Source: an optimization exercise on an open RTL-to-GDS flow (aim: small area). Production flows keep margins and buffers that such runs may drop.
Where RTL was checked, it was by simulation tests only, not by an equivalence proof against the original.
No activity file was given, so power comes from the tool's default toggle rates.

==> job 5032: inputs <==
==> flow/design.v <==
module max_fp_2input #(parameter DATA_WIDTH = 32)(o_sel, i_data_a, i_data_b, i_sel_a, i_sel_b, i_data_1, o_na);
input 	[DATA_WIDTH-1:0] 	i_data_a;
input 	[DATA_WIDTH-1:0] 	i_data_b;
input 							i_sel_a;
input 							i_sel_b;
input 	[DATA_WIDTH-1:0] 	i_data_1;    
output 							o_sel;
output 	[DATA_WIDTH-1:0] 	o_na;
wire [DATA_WIDTH-1:0] na;
assign o_na = na;
genvar i;
generate
	for (i = 0; i < DATA_WIDTH; i = i + 1) begin : opsel
		nmux2_cell Op (.a0(i_data_a[i]), .a1(i_data_b[i]), .s0(i_sel_a), .s1(i_sel_b), .y(na[i]));
	end
endgenerate
wire [DATA_WIDTH-1:0] lt;
assign lt[1] = na[0] & i_data_1[0];
generate
	for (i = 1; i < DATA_WIDTH-1; i = i + 1) begin : chain
		maj3_cell Borrow (.a(na[i]), .b(i_data_1[i]), .c(lt[i]), .y(lt[i+1]));
	end
endgenerate
assign o_sel = lt[DATA_WIDTH-1] ? ~i_data_1[DATA_WIDTH-1] : ~na[DATA_WIDTH-1];
endmodule
module maj3_cell (input a, input b, input c, output y);
assign y = (a & b) | (c & (a | b));
endmodule
module nmux2_cell (input a0, input a1, input s0, input s1, output y);
assign y = ~((s0 | a1) & (s1 | a0));
endmodule
module mux2_cell (input a0, input a1, input s0, input s1, output y);
assign y = (s1 & a1) | (s0 & a0);
endmodule
module load_cell (input na, input d, input t1, input t2, output y);
assign y = (d & t1) | (~na & ~t2);
endmodule
module lines_buffer_maxpool
	#(	parameter IMAGE_WIDTH = 28)
	(	input      clk,
		input      rst_n,
		input      i_valid,
		output reg col_odd,
		output reg row_odd,
		output reg o_valid
	);
localparam NB = IMAGE_WIDTH/2;
reg [3:0] blk;       
always @(posedge clk or negedge rst_n) begin
	if (!rst_n) begin
		col_odd <= 1'b0;
		row_odd <= 1'b0;
		blk     <= 0;
		o_valid <= 1'b0;
	end else begin
		o_valid <= i_valid & col_odd & row_odd;
		if (i_valid) begin
			col_odd <= ~col_odd;
			if (col_odd) begin
				if (blk == NB-1) begin
					blk     <= 0;
					row_odd <= ~row_odd;
				end else
					blk <= blk + 1'b1;
			end
		end
	end
end
endmodule
module max_pooling2x2 
	#(	parameter DATA_WIDTH = 32,
		parameter IMAGE_WIDTH = 28)
	(	clk,
		rst_n,
		i_valid,
		i_data,
		o_data,
		o_valid
	);
input 							clk;
input 							rst_n;
input 							i_valid;
input 	[DATA_WIDTH-1:0] 	i_data;
output 	[DATA_WIDTH-1:0] 	o_data;
output 							o_valid;
localparam NB = IMAGE_WIDTH/2;
wire col_odd, row_odd;
lines_buffer_maxpool #(.IMAGE_WIDTH(IMAGE_WIDTH)) Position (
	.clk(clk), .rst_n(rst_n), .i_valid(i_valid),
	.col_odd(col_odd), .row_odd(row_odd), .o_valid(o_valid));
reg  [DATA_WIDTH-1:0] R [0:NB-1];
wire use_tail = i_valid & ~col_odd;
wire [DATA_WIDTH-1:0] na;    
wire take;                   
max_fp_2input #(.DATA_WIDTH(DATA_WIDTH)) Max (take, R[0], R[NB-1], ~use_tail, use_tail, i_data, na);
wire take_v = i_valid & (take | ~(col_odd | row_odd));
wire [DATA_WIDTH-1:0] next0;
wire shift = use_tail;
wire [DATA_WIDTH-1:0] next [1:NB-1];
genvar k, j;
generate
	for (k = 0; k < DATA_WIDTH; k = k + 1) begin : in_sel
		load_cell Sel (.na(na[k]), .d(i_data[k]), .t1(take_v), .t2(take_v), .y(next0[k]));
	end
	for (j = 1; j < NB; j = j + 1) begin : chain
		for (k = 0; k < DATA_WIDTH; k = k + 1) begin : bits
			mux2_cell Hold (.a0(R[j][k]), .a1(R[j-1][k]), .s0(~shift), .s1(shift), .y(next[j][k]));
		end
	end
endgenerate
always @(posedge clk)
	R[0] <= next0;
generate
	for (j = 1; j < NB; j = j + 1) begin : regs
		always @(posedge clk)
			R[j] <= next[j];
	end
endgenerate
assign o_data = R[0];
endmodule
==> flow/flow/run.sh <==
#!/bin/bash
# Own layout flow: the standard synthesis, then every combinational cell
# set to its smallest drive strength (placement repair sizes up what needs
# it), then the standard layout with minimum-size port buffers and a
# clock tree built from fewer, larger clusters.
set -euo pipefail
LIB=$FLOW_HOME/platforms/$FLOW_PLATFORM/lib/sky130_fd_sc_hd__tt_025C_1v80.lib
RES=orfs/results/$FLOW_PLATFORM/max_pooling2x2/base

bash standard.sh synth > synth.log 2>&1
python3 flow/downsize.py "$LIB" $RES/1_2_yosys.v > downsize.log 2>&1

export BUFFER_PORTS_ARGS="-buffer_cell sky130_fd_sc_hd__buf_1"
export CTS_ARGS="-sink_clustering_enable -repair_clock_nets -sink_clustering_max_diameter 100 -buf_list sky130_fd_sc_hd__buf_12 -sink_clustering_buffer sky130_fd_sc_hd__buf_12 -tree_buf sky130_fd_sc_hd__clkbuf_4 -root_buf sky130_fd_sc_hd__clkbuf_4 -dont_use_dummy_load -sink_clustering_size 30"
bash standard.sh finish > layout.log 2>&1
==> flow/flow/downsize.py <==
#!/usr/bin/env python3
"""Set every combinational cell of a synthesised netlist to the smallest drive
strength of its kind (same function and pins); flip-flops are left as they
are. Placement's repair then sizes up what needs more drive.
usage: downsize.py LIBERTY NETLIST"""
import re, sys, collections

lib, net = sys.argv[1], sys.argv[2]
txt = open(lib).read()
area = {}
seq = set()
for m in re.finditer(r'\n\s*cell\s*\(\s*"?(\w+)"?\s*\)\s*\{', txt):
    name = m.group(1)
    end = txt.find('\n    cell (', m.end())
    body = txt[m.end(): end if end > 0 else len(txt)]
    a = re.search(r'area\s*:\s*([\d.]+)', body)
    if a:
        area[name] = float(a.group(1))
    if re.search(r'\b(ff|latch|statetable)\s*\(', body) or 'dont_use : true' in body:
        seq.add(name)
dont = ('lpflow', 'probe', 'clk', 'dly', 'buf', 'conb', 'tap', 'fill', 'decap', 'diode')
groups = collections.defaultdict(list)
for n in area:
    m = re.match(r'(sky130_fd_sc_hd__\w+?)_(\d+)$', n)
    if m and n not in seq and not any(d in n for d in dont):
        groups[m.group(1)].append(n)
best = {}
for base, ns in groups.items():
    small = min(ns, key=lambda n: (area[n], n))
    for n in ns:
        if n != small and area[n] > area[small]:
            best[n] = small

src = open(net).read()
count = collections.Counter()
def sub(m):
    c = m.group(1)
    if c in best:
        count[c + ' -> ' + best[c]] += 1
        return m.group(0).replace(c, best[c], 1)
    return m.group(0)
out = re.sub(r'^(\s*)(sky130_fd_sc_hd__\w+)(\s)', lambda m: m.group(1) + best.get(m.group(2), m.group(2)) + m.group(3), src, flags=re.M)
for m in re.finditer(r'^\s*(sky130_fd_sc_hd__\w+)\s', src, flags=re.M):
    if m.group(1) in best:
        count[m.group(1) + ' -> ' + best[m.group(1)]] += 1
open(net, 'w').write(out)
for k, v in sorted(count.items()):
    print(f'{v:5d} {k}')
==> flow/standard.sh <==
#!/bin/bash
# synth_recipe.tcl (not shown) runs the flow's synth.tcl, then flattens the netlist and writes it again
# the make line also repeats each setting of config.mk as NAME=value (left out here)
make -C /OpenROAD-flow-scripts/flow DESIGN_CONFIG=/design/flow/config.mk WORK_HOME=/design/flow/orfs CLKGATE_MAP_FILE= SYNTH_SCRIPT=/design/flow/synth_recipe.tcl "${@:-finish}"
==> flow/config.mk <==
export PLATFORM = sky130hd
export DESIGN_NAME = max_pooling2x2
export DESIGN_NICKNAME = max_pooling2x2
export VERILOG_FILES = /design/flow/design.v
export SDC_FILE = /design/flow/constraint.sdc
export NUM_CORES = 8
export LEC_CHECK = 0
export CAP_MARGIN = 0
export CORE_MARGIN = 2
export CORE_UTILIZATION = 70
export PLACE_DENSITY = 0.85
export SLEW_MARGIN = 0
export SYNTH_HIERARCHICAL = 1
export SYNTH_MINIMUM_KEEP_SIZE = 0
==> flow/constraint.sdc <==
create_clock -name core_clock -period 30.0 [get_ports {clk}]
set_input_delay 6.0000 -clock core_clock [delete_from_list [all_inputs] [get_ports {clk}]]
set_output_delay 6.0000 -clock core_clock [all_outputs]
set_load 0.01 [all_outputs]
==> inputs of job 8861, as changes to job 5032 <==
==> flow/design.v, changed modules only <==
module max_fp_2input #(parameter DATA_WIDTH = 32)(o_sel, i_data_0, i_sign_1, i_nmag_1);
input 	[DATA_WIDTH-1:0] 	i_data_0;    
input 							i_sign_1;    
input 	[DATA_WIDTH-2:0] 	i_nmag_1;    
output 							o_sel;
wire [DATA_WIDTH-1:0] ge;
assign ge[1] = i_data_0[0] | i_nmag_1[0];
genvar i;
generate
	for (i = 1; i < DATA_WIDTH-1; i = i + 1) begin : chain
		maj3_cell Carry (.a(i_data_0[i]), .b(i_nmag_1[i]), .c(ge[i]), .y(ge[i+1]));
	end
endgenerate
assign o_sel = ge[DATA_WIDTH-1] ? i_data_0[DATA_WIDTH-1] : ~i_sign_1;
endmodule
module max_pooling2x2 
	#(	parameter DATA_WIDTH = 32,
		parameter IMAGE_WIDTH = 28)
	(	clk,
		rst_n,
		i_valid,
		i_data,
		o_data,
		o_valid
	);
input 							clk;
input 							rst_n;
input 							i_valid;
input 	[DATA_WIDTH-1:0] 	i_data;
output 	[DATA_WIDTH-1:0] 	o_data;
output 							o_valid;
localparam NB = IMAGE_WIDTH/2;
wire col_odd, row_odd;
lines_buffer_maxpool #(.IMAGE_WIDTH(IMAGE_WIDTH)) Position (
	.clk(clk), .rst_n(rst_n), .i_valid(i_valid),
	.col_odd(col_odd), .row_odd(row_odd), .o_valid(o_valid));
reg [DATA_WIDTH-1:0] R [0:NB-1];
wire [DATA_WIDTH-2:0] nmag = ~i_data[DATA_WIDTH-2:0];
wire sel_head, sel_tail;
max_fp_2input #(.DATA_WIDTH(DATA_WIDTH)) MaxHead (sel_head, R[0],    i_data[DATA_WIDTH-1], nmag);
max_fp_2input #(.DATA_WIDTH(DATA_WIDTH)) MaxTail (sel_tail, R[NB-1], i_data[DATA_WIDTH-1], nmag);
wire pick_new = col_odd | ~row_odd | sel_tail;
wire load0 = i_valid & (~col_odd | sel_head);
wire shift = i_valid & ~col_odd;
wire [DATA_WIDTH-1:0] next0;
genvar k;
generate
	for (k = 0; k < DATA_WIDTH; k = k + 1) begin : in_mux
		mux2_cell Sel (.a0(R[NB-1][k]), .a1(i_data[k]), .s0(~pick_new), .s1(pick_new), .y(next0[k]));
	end
endgenerate
always @(posedge clk)
	if (load0) R[0] <= next0;
generate
	for (k = 1; k < NB; k = k + 1) begin : chain
		always @(posedge clk)
			if (shift) R[k] <= R[k-1];
	end
endgenerate
assign o_data = R[0];
endmodule
// module nmux2_cell removed
// module load_cell removed
--- a/flow/flow/run.sh
+++ b/flow/flow/run.sh
@@ -13,3 +13,3 @@
 export BUFFER_PORTS_ARGS="-buffer_cell sky130_fd_sc_hd__buf_1"
-export CTS_ARGS="-sink_clustering_enable -repair_clock_nets -sink_clustering_max_diameter 100 -buf_list sky130_fd_sc_hd__buf_12 -sink_clustering_buffer sky130_fd_sc_hd__buf_12 -tree_buf sky130_fd_sc_hd__clkbuf_4 -root_buf sky130_fd_sc_hd__clkbuf_4 -dont_use_dummy_load -sink_clustering_size 30"
+export CTS_ARGS="-sink_clustering_enable -repair_clock_nets -sink_clustering_size 30 -sink_clustering_max_diameter 100 -buf_list sky130_fd_sc_hd__clkbuf_16 -dont_use_dummy_load"
 bash standard.sh finish > layout.log 2>&1
PLACE_DENSITY = unset   (was 0.85)
==> inputs of job 7853, as changes to job 5032 <==
==> flow/design.v, changed modules only <==
module max_fp_2input #(parameter DATA_WIDTH = 32)(o_sel, i_data_a, i_data_b, i_sel_a, i_sel_b, i_data_1);
input 	[DATA_WIDTH-1:0] 	i_data_a;
input 	[DATA_WIDTH-1:0] 	i_data_b;
input 							i_sel_a;
input 							i_sel_b;
input 	[DATA_WIDTH-1:0] 	i_data_1;    
output 							o_sel;
wire [DATA_WIDTH-1:0] na;
genvar i;
generate
	for (i = 0; i < DATA_WIDTH; i = i + 1) begin : opsel
		nmux2_cell Op (.a0(i_data_a[i]), .a1(i_data_b[i]), .s0(i_sel_a), .s1(i_sel_b), .y(na[i]));
	end
endgenerate
wire [DATA_WIDTH-1:0] lt;
assign lt[1] = na[0] & i_data_1[0];
generate
	for (i = 1; i < DATA_WIDTH-1; i = i + 1) begin : chain
		maj3_cell Borrow (.a(na[i]), .b(i_data_1[i]), .c(lt[i]), .y(lt[i+1]));
	end
endgenerate
assign o_sel = lt[DATA_WIDTH-1] ? ~i_data_1[DATA_WIDTH-1] : ~na[DATA_WIDTH-1];
endmodule
module max_pooling2x2 
	#(	parameter DATA_WIDTH = 32,
		parameter IMAGE_WIDTH = 28)
	(	clk,
		rst_n,
		i_valid,
		i_data,
		o_data,
		o_valid
	);
input 							clk;
input 							rst_n;
input 							i_valid;
input 	[DATA_WIDTH-1:0] 	i_data;
output 	[DATA_WIDTH-1:0] 	o_data;
output 							o_valid;
localparam NB = IMAGE_WIDTH/2;
wire col_odd, row_odd;
lines_buffer_maxpool #(.IMAGE_WIDTH(IMAGE_WIDTH)) Position (
	.clk(clk), .rst_n(rst_n), .i_valid(i_valid),
	.col_odd(col_odd), .row_odd(row_odd), .o_valid(o_valid));
reg [DATA_WIDTH-1:0] R [0:NB-1];
wire take;
max_fp_2input #(.DATA_WIDTH(DATA_WIDTH)) Max (take, R[NB-1], R[0], ~col_odd, col_odd, i_data);
wire pick_new = col_odd | ~row_odd | take;
wire load0 = i_valid & (~col_odd | take);
wire shift = i_valid & ~col_odd;
wire [DATA_WIDTH-1:0] next0;
genvar k;
generate
	for (k = 0; k < DATA_WIDTH; k = k + 1) begin : in_mux
		mux2_cell Sel (.a0(R[NB-1][k]), .a1(i_data[k]), .s0(~pick_new), .s1(pick_new), .y(next0[k]));
	end
endgenerate
always @(posedge clk)
	if (load0) R[0] <= next0;
generate
	for (k = 1; k < NB; k = k + 1) begin : chain
		always @(posedge clk)
			if (shift) R[k] <= R[k-1];
	end
endgenerate
assign o_data = R[0];
endmodule
// module load_cell removed
--- a/flow/flow/run.sh
+++ b/flow/flow/run.sh
@@ -13,3 +13,3 @@
 export BUFFER_PORTS_ARGS="-buffer_cell sky130_fd_sc_hd__buf_1"
-export CTS_ARGS="-sink_clustering_enable -repair_clock_nets -sink_clustering_max_diameter 100 -buf_list sky130_fd_sc_hd__buf_12 -sink_clustering_buffer sky130_fd_sc_hd__buf_12 -tree_buf sky130_fd_sc_hd__clkbuf_4 -root_buf sky130_fd_sc_hd__clkbuf_4 -dont_use_dummy_load -sink_clustering_size 30"
+export CTS_ARGS="-sink_clustering_enable -repair_clock_nets -sink_clustering_size 34 -sink_clustering_max_diameter 50 -buf_list sky130_fd_sc_hd__buf_12 -sink_clustering_buffer sky130_fd_sc_hd__buf_12 -tree_buf sky130_fd_sc_hd__clkbuf_4 -root_buf sky130_fd_sc_hd__clkbuf_4 -dont_use_dummy_load"
 bash standard.sh finish > layout.log 2>&1
PLACE_DENSITY = unset   (was 0.85)
==> inputs of job 8305, as changes to job 5032 <==
CORE_UTILIZATION = 85   (was 70)
PLACE_DENSITY = unset   (was 0.85)
==> summary of the runs <==
The highest die area belongs to job 8861, the lowest to job 8305. In sequential cell count, job 8305 and job 5032 do not differ. Against job 7853, the maximum frequency of job 5032 is smaller by about 2.7%. Sequential share of layout area: job 7853 is higher than job 8861 (0.38 points). Of job 5032 and job 8305, job 8305 has the higher clock power (gap about 4%, measured against job 8305).
==> figures <==
| metric | job 7853 | job 5032 | job 8305 | job 8861 |
|---|---|---|---|---|
| Run status | timing/DRC/antenna clean | timing/DRC/antenna clean | timing/DRC/antenna clean | timing/DRC/antenna clean |
| Later-pin clock latency in the skew report | 0.71 ns | 0.71 ns | 0.75 ns | 0.52 ns |
| Highest Signal Layer | met5 | met4 | met4 | met5 |
| Source of the worst register-to-register timing path | Position.col_odd | Position.col_odd | Position.col_odd | R[13][0] |
| Yosys stat area | 14620 um^2 | - | - | 14890 um^2 |
| Proportion of cell area occupied by registers | 85.91% | 62.05% | 62.31% | 85.53% |
| Asr flop ratio synth | 1.538% | - | - | 1.538% |
| Area of all sequential standard cells | 13630 um^2 | 9144 um^2 | 9144 um^2 | 13630 um^2 |
| Critical Path Max Stage Delay | 0.96 ns | 0.53 ns | 1.05 ns | 0.52 ns |
| First-pass GRT wire length | 32550 um | 37740 um | 55160 um | 29740 um |
| Maximum fanout along the worst path | 32 | 105 | 101 | 33 |
Only the layout flow was run in job 8861; the RTL was not checked for function there.

re-timing with driven ports:
Ports are ideal in the flow. The routed layouts listed here were re-timed in OpenROAD.
Step 1 (the two cells are an assumption about what drives the block):
set clk [get_ports {clk}]
set_driving_cell -lib_cell sky130_fd_sc_hd__clkbuf_16 $clk
set_driving_cell -lib_cell sky130_fd_sc_hd__buf_2 [delete_from_list [all_inputs] $clk]
Step 2 moves the port delays by t, midway between the first and last clock arrival at a register: inputs arrive t later, outputs are due t later. That takes back most of the time a late clock gives input paths.
a / b / c = ideal ports / drivers / drivers and shift; a / b = the first two.
run	t, ns	slack for setup (ns)	hold WS [ns]	worst setup path after step 2	slew at the worst register clock pin (ns)
job 5032	0.721	10.825 / 10.840 / 10.119	0.416 / 0.416 / 0.416	input to register	0.11 / 0.11
job 8861	0.539	11.229 / 11.229 / 10.690	0.356 / 0.356 / 0.356	input to register	0.11 / 0.11
job 7853	0.738	11.351 / 11.346 / 10.608	0.382 / 0.382 / 0.382	input to register	0.10 / 0.10
job 8305	0.756	9.420 / 9.432 / 8.677	0.426 / 0.426 / 0.426	input to register	0.12 / 0.12
After both steps setup and hold are still met in every run listed.
